This is an optimization exercise on Yosys and OpenROAD, whose aim is small area, a short achievable clock period and few clock cycles, not a production implementation.
Function was checked by simulation only, so behaviour that the tests miss may differ from the original.

job 9258:
// Milestone1
module Milestone1(
		input  logic        CLOCK_50,
		input  logic        Resetn,
		input  logic        start,
		output logic        finish,
		input  logic [15:0] SRAM_read_data,
		output logic [17:0] SRAM_address,
		output logic [15:0] SRAM_write_data,
		output logic        SRAM_we_n
);
export LEC_CHECK = 0
export ABC_CLOCK_PERIOD_IN_PS = 3000
export CAP_MARGIN = 20
export CORE_MARGIN = 2
export CORE_UTILIZATION = 40
export SLEW_MARGIN = 20
export SYNTH_HIERARCHICAL = 1
export SYNTH_MINIMUM_KEEP_SIZE = 0
create_clock -name core_clock -period 11.5 [get_ports {CLOCK_50}]
standard.sh (not shown) runs the stock make flow with config.mk's settings and CLKGATE_MAP_FILE= SYNTH_SCRIPT=/design/flow/synth_recipe.tcl, a recipe that flattens the netlist after the stock synthesis.
==> flow/flow/run.sh <==
#!/bin/bash
# Standard layout (unchanged synthesis), with timing repair aiming for a
# setup slack margin so that the achieved period, not just 11.5 ns, is
# optimised.  Each run writes its full output to a log of its own.
set -euo pipefail
bash standard.sh SETUP_SLACK_MARGIN=7.8 "BUFFER_PORTS_ARGS=-buffer_cell sky130_fd_sc_hd__buf_2" finish > standard.log 2>&1
Job 9258 completed every stage of the flow, and the final layout passed the timing, DRC and antenna checks.
Testbench counts of job 9258, summed over its fixed seeds: cycles 775,684.
Here is what was changed in the inputs of job 6645 compared with job 9258.
Settings: a deleted ABC_CLOCK_PERIOD_IN_PS that had been 3000; an added PLACE_DENSITY of 0.75.
Results
Where wire length is concerned, job 9258 is outperformed by job 6645.
Cell count: job 9258 vs job 6645, no meaningful difference
Synthesized area: job 6645 vs job 9258 identical
Summary: with job 9258 as the reference, clock buffer count in job 6645 moved up by more than 10%.
Lower non-clock buffer total of the final layout was reported by job 9258, not job 6645.
Setup slack in job 6645 is smaller than in job 9258.
Relative to job 9258, fraction of area in registers has gone up in job 6645.
For job 288, these inputs were changed with respect to job 6645:
Settings: PLACE_DENSITY: 0.75 -> unset.
==> flow/flow/run.sh <==
#!/bin/bash
# Standard layout (unchanged synthesis), with timing repair aiming for a
# setup slack margin so that the achieved period, not just 11.5 ns, is
# optimised, and plain buffers on the ports.  Each run writes its full
# output to a log of its own.
set -euo pipefail
bash standard.sh SETUP_SLACK_MARGIN=8.0 "BUFFER_PORTS_ARGS=-buffer_cell sky130_fd_sc_hd__buf_2" finish > standard.log 2>&1
## What came out
- Min worst-case setup slack after placement across job 6645 and job 288: job 6645
- Having completed the whole flow, job 288 delivered a layout that passed the timing, DRC and antenna checks.
- Job 6645 → job 288: part of the cycle the worst path needs lost 0.85 points, routing usage on met1 picked up an extra 1.2 points, fmax picked up an extra 2.7%.
- Diff job 6645 -> job 288 | non-clock buffer count | up by more than a quarter
- In the metrics for job 6645 and job 288, the one carrying the higher multi-input combinational area share is job 288.
- Delta (job 288 minus job 6645): overall routed net length now sits higher, worst hold slack climbed 7.0 ps.
Setup changes, job 288 to job 190
==> flow/flow/run.sh <==
#!/bin/bash
# Standard layout (unchanged synthesis), with timing repair aiming for a
# setup slack margin so that the achieved period, not just 11.5 ns, is
# optimised.  Each run writes its full output to a log of its own.
set -euo pipefail
bash standard.sh SETUP_SLACK_MARGIN=7.8 "BUFFER_PORTS_ARGS=-buffer_cell sky130_fd_sc_hd__buf_2" finish > standard.log 2>&1
==> comparison <==
Delta (job 190 minus job 288): maximum frequency now smaller, met3 track demand over resource held, wire length of the first global-routing pass went down 680 um, via count lost 2.2%. Worst hold slack delta (job 190 -> job 288): insignificant. Between job 288 and job 190, the cell count went down. Between job 190 and job 288, it is job 190 whose part of the cycle the worst path needs is higher, by 0.30 points. As far as cell depth of the worst setup path is concerned, job 288 and job 190 perform about the same. Of the two values seen for capturing element of the worst setup path, ur[7] was produced by job 288 and ur[6] by job 190. Job 288 → job 190: worst path setup slack after routing fell by 35 ps.


Setup of v47:
Milestone1 again, from the RTL that the note above started with.
export LEC_CHECK = 0
export CAP_MARGIN = 20
export CORE_MARGIN = 2
export CORE_UTILIZATION = 40
export GPL_TIMING_DRIVEN = 1
export SLEW_MARGIN = 20
export SYNTH_HIERARCHICAL = 1
export SYNTH_MINIMUM_KEEP_SIZE = 0
create_clock -name core_clock -period 11.5 [get_ports {CLOCK_50}]
==> flow/flow/run.sh <==
#!/bin/bash
# Standard layout (unchanged synthesis), with timing repair aiming for a
# setup slack margin so that the achieved period, not just 11.5 ns, is
# optimised.  Each run writes its full output to a log of its own.
set -euo pipefail
bash standard.sh SETUP_SLACK_MARGIN=7.8 "BUFFER_PORTS_ARGS=-buffer_cell sky130_fd_sc_hd__buf_2" finish > standard.log 2>&1
v47 finished end to end and its layout was clean on timing, DRC and antenna.
Testbench counts of v47, summed over its fixed seeds: cycles 775,684.
Input-level comparison between v20 and v47:
- clearing GPL_TIMING_DRIVEN, which used to be 1
--- a/flow/flow/run.sh
+++ b/flow/flow/run.sh
@@ -6 +6 @@
-bash standard.sh SETUP_SLACK_MARGIN=7.8 "BUFFER_PORTS_ARGS=-buffer_cell sky130_fd_sc_hd__buf_2" finish > standard.log 2>&1
+bash standard.sh SETUP_SLACK_MARGIN=7.2 "BUFFER_PORTS_ARGS=-buffer_cell sky130_fd_sc_hd__buf_2" finish > standard.log 2>&1
Of the two candidates, v47 has the worse post-route standard cell area excluding fillers and v20 the better one. Going from v47 to v20, overall die area stayed essentially flat. Going from v47 to v20, first-pass GRT wire length shrinks by about 2.2%.
The following lists how v9 was set up differently from v20:
--- a/flow/flow/run.sh
+++ b/flow/flow/run.sh
@@ -6 +6 @@
-bash standard.sh SETUP_SLACK_MARGIN=7.2 "BUFFER_PORTS_ARGS=-buffer_cell sky130_fd_sc_hd__buf_2" finish > standard.log 2>&1
+bash standard.sh SETUP_SLACK_MARGIN=7.4 "BUFFER_PORTS_ARGS=-buffer_cell sky130_fd_sc_hd__buf_2" finish > standard.log 2>&1
[summary]
sky130_fd_sc_hd__dfxtp_1 as the cell with the largest stage delay on the worst path was reported by v9, and sky130_fd_sc_hd__fa_1 by v20. The sequential share of cell area was comparable across v20 and v9. [compare] base=v20 new=v9: number of buffers other than clock buffers in the final layout lower; remaining max-slew budget at the tightest pin higher. v9 vs v20 on cell count along the critical path: v9 is the lower one. The higher post-route clock period utilization of v20 and v9 is in v20. In terms of number of global-route vias before repair, v20 and v9 differ only marginally.
Input-level comparison between v38 and v9:
--- a/flow/flow/run.sh
+++ b/flow/flow/run.sh
@@ -6 +6 @@
-bash standard.sh SETUP_SLACK_MARGIN=7.4 "BUFFER_PORTS_ARGS=-buffer_cell sky130_fd_sc_hd__buf_2" finish > standard.log 2>&1
+bash standard.sh SETUP_SLACK_MARGIN=7.9 "BUFFER_PORTS_ARGS=-buffer_cell sky130_fd_sc_hd__buf_2" finish > standard.log 2>&1
[summary]
Worst reg-to-reg path cell count: v38 higher than v9. Between v38 and v9, it is v38 whose maximum clock frequency is higher, by 7.3%. Count of filler cells inserted in the layout (v38 vs. v9) decreases by a few percent. The flow did not stop early for v38: all stages ran, and the layout cleared the timing, DRC and antenna checks. Run comparison: v38 beginning of the critical path fe1[9]$_DFF_P_; v9 beginning of the critical path ur[3]$_DFF_P_. In terms of met2 routing resource usage after global routing, v38 and v9 differ only marginally. Worst setup path endpoint = vo[9]$_DFFE_PN_: v38; worst setup path endpoint = rg_c$_DFF_P_: v9. Of v38 and v9, the lower non-clock buffer count in the final layout belongs to v9. The number of cells on the critical path of v38 exceeds that of v9 by 4. After detailed routing, v9 needs less wire than v38. From v9 to v38 the numbers moved as follows: flip-flop and latch share of the layout cell area moved down; cell area after layout moved up; final non-filler cell total moved up.
diff inputs: v38 => v30
--- a/flow/flow/run.sh
+++ b/flow/flow/run.sh
@@ -6 +6 @@
-bash standard.sh SETUP_SLACK_MARGIN=7.9 "BUFFER_PORTS_ARGS=-buffer_cell sky130_fd_sc_hd__buf_2" finish > standard.log 2>&1
+bash standard.sh SETUP_SLACK_MARGIN=7.6 "BUFFER_PORTS_ARGS=-buffer_cell sky130_fd_sc_hd__buf_2" finish > standard.log 2>&1
==> run summary <==
For v38 and v30, there was not a single run that failed to finish clean. Routed wire in v30 totals less than in v38. Any difference in hold slack between v30 and v38 is small enough to ignore. Compared v30 vs v38, and global-route met1 utilization is down in v30. Delta(arrival time at the worst endpoint, v30 - v38) > 0. Row first-iteration DRC count: v30 lower / v38 higher. v30 leaves less setup margin than v38. Taking v38 as the reference, in v30 final area went down by 3.8%, number of nets in the layout lower, critical path's largest stage delay went up 20 ps. When the final numbers for v38 and v30 were put side by side, the per-cell via count in the routed design turned out to be greater in v38.


Setup of before:
Another version of the RTL of Milestone1 (not shown whole).
clock: 11.5 ns
lec_check: 0
cap_margin: 20
core_margin: 2
core_utilization: 40
slew_margin: 20
synth_hierarchical: 1
synth_minimum_keep_size: 0
==> flow/flow/run.sh <==
#!/bin/bash
# Standard layout (unchanged synthesis), with timing repair aiming for a
# setup slack margin so that the achieved period, not just 11.5 ns, is
# optimised.  Each run writes its full output to a log of its own.
set -euo pipefail
bash standard.sh SETUP_SLACK_MARGIN=7.8 finish > standard.log 2>&1
Both conditions hold for before: the flow ran to the end and the final layout passed the timing, DRC and antenna checks.
Testbench counts of before, summed over its fixed seeds: cycles 775,684.
Relative to before, the following input files were edited for after:
- a change of CORE_UTILIZATION from 40 to 60
==> flow/flow/run.sh <==
#!/bin/bash
# Standard layout (unchanged synthesis), with timing repair aiming for a
# setup slack margin so that the achieved period, not just 11.5 ns, is
# optimised.  Each run writes its full output to a log of its own.
set -euo pipefail
bash standard.sh SETUP_SLACK_MARGIN=7.5 finish > standard.log 2>&1
Findings:
Going from before to after, number of buffers inserted to repair setup after CTS now sits lower; total detailed-routing wirelength now sits lower; data arrival time of the worst path now sits lower; number of buffers other than clock buffers in the final layout now sits lower; worst setup slack before clock tree synthesis now sits lower.

==> port drivers added, routing unchanged <==
The flow's constraints put no driver on any port. The routed layouts listed below were extracted and timed again, unchanged, in two steps. Step 1 (the two cells are an assumption about what drives the block):
set clk [get_ports {CLOCK_50}]
set_driving_cell -lib_cell sky130_fd_sc_hd__clkbuf_16 $clk
set_driving_cell -lib_cell sky130_fd_sc_hd__buf_2 [delete_from_list [all_inputs] $clk]
Step 2 also shifts input and output timing later by t, the mid clock arrival at the registers, as if the neighbouring blocks saw the same clock. a / b / c = no drivers / after step 1 / after step 2; a / b = the first two.
| run | shift t [ns] | setup WS [ns] | hold slack, ns | latest minus earliest clock arrival (ns) | cell pins on the clock port's net |
|---|---|---|---|---|---|
| job 9258 | 0.635 | 7.812 / 7.812 / 7.812 | 0.441 / 0.441 / 0.441 | 0.028 / 0.029 | 1 |
| job 6645 | 0.629 | 7.749 / 7.749 / 7.749 | 0.437 / 0.437 / 0.437 | 0.027 / 0.027 | 1 |
| job 288 | 0.621 | 7.847 / 7.847 / 7.847 | 0.444 / 0.444 / 0.444 | 0.058 / 0.058 | 1 |
| job 190 | 0.635 | 7.812 / 7.812 / 7.812 | 0.441 / 0.441 / 0.441 | 0.028 / 0.029 | 1 |
| v47 | 0.635 | 7.812 / 7.812 / 7.812 | 0.441 / 0.441 / 0.441 | 0.028 / 0.029 | 1 |
| v20 | 0.633 | 7.433 / 7.433 / 7.433 | 0.437 / 0.437 / 0.437 | 0.040 / 0.040 | 1 |
| v9 | 0.632 | 7.551 / 7.551 / 7.551 | 0.439 / 0.439 / 0.439 | 0.040 / 0.040 | 1 |
| v38 | 0.633 | 7.819 / 7.819 / 7.819 | 0.437 / 0.437 / 0.437 | 0.025 / 0.025 | 1 |
| v30 | 0.631 | 7.758 / 7.758 / 7.758 | 0.438 / 0.438 / 0.438 | 0.039 / 0.039 | 1 |
| before | 0.620 | 7.799 / 7.795 / 7.584 | 0.434 / 0.434 / 0.434 | 0.051 / 0.050 | 1 |
| after | 0.624 | 7.590 / 7.532 / 7.538 | 0.444 / 0.444 / 0.444 | 0.030 / 0.030 | 1 |
After both steps every run listed still meets setup and hold. The setup slack of before, which loses most, moves by -0.004 ns with the drivers and by -0.215 ns with both steps.
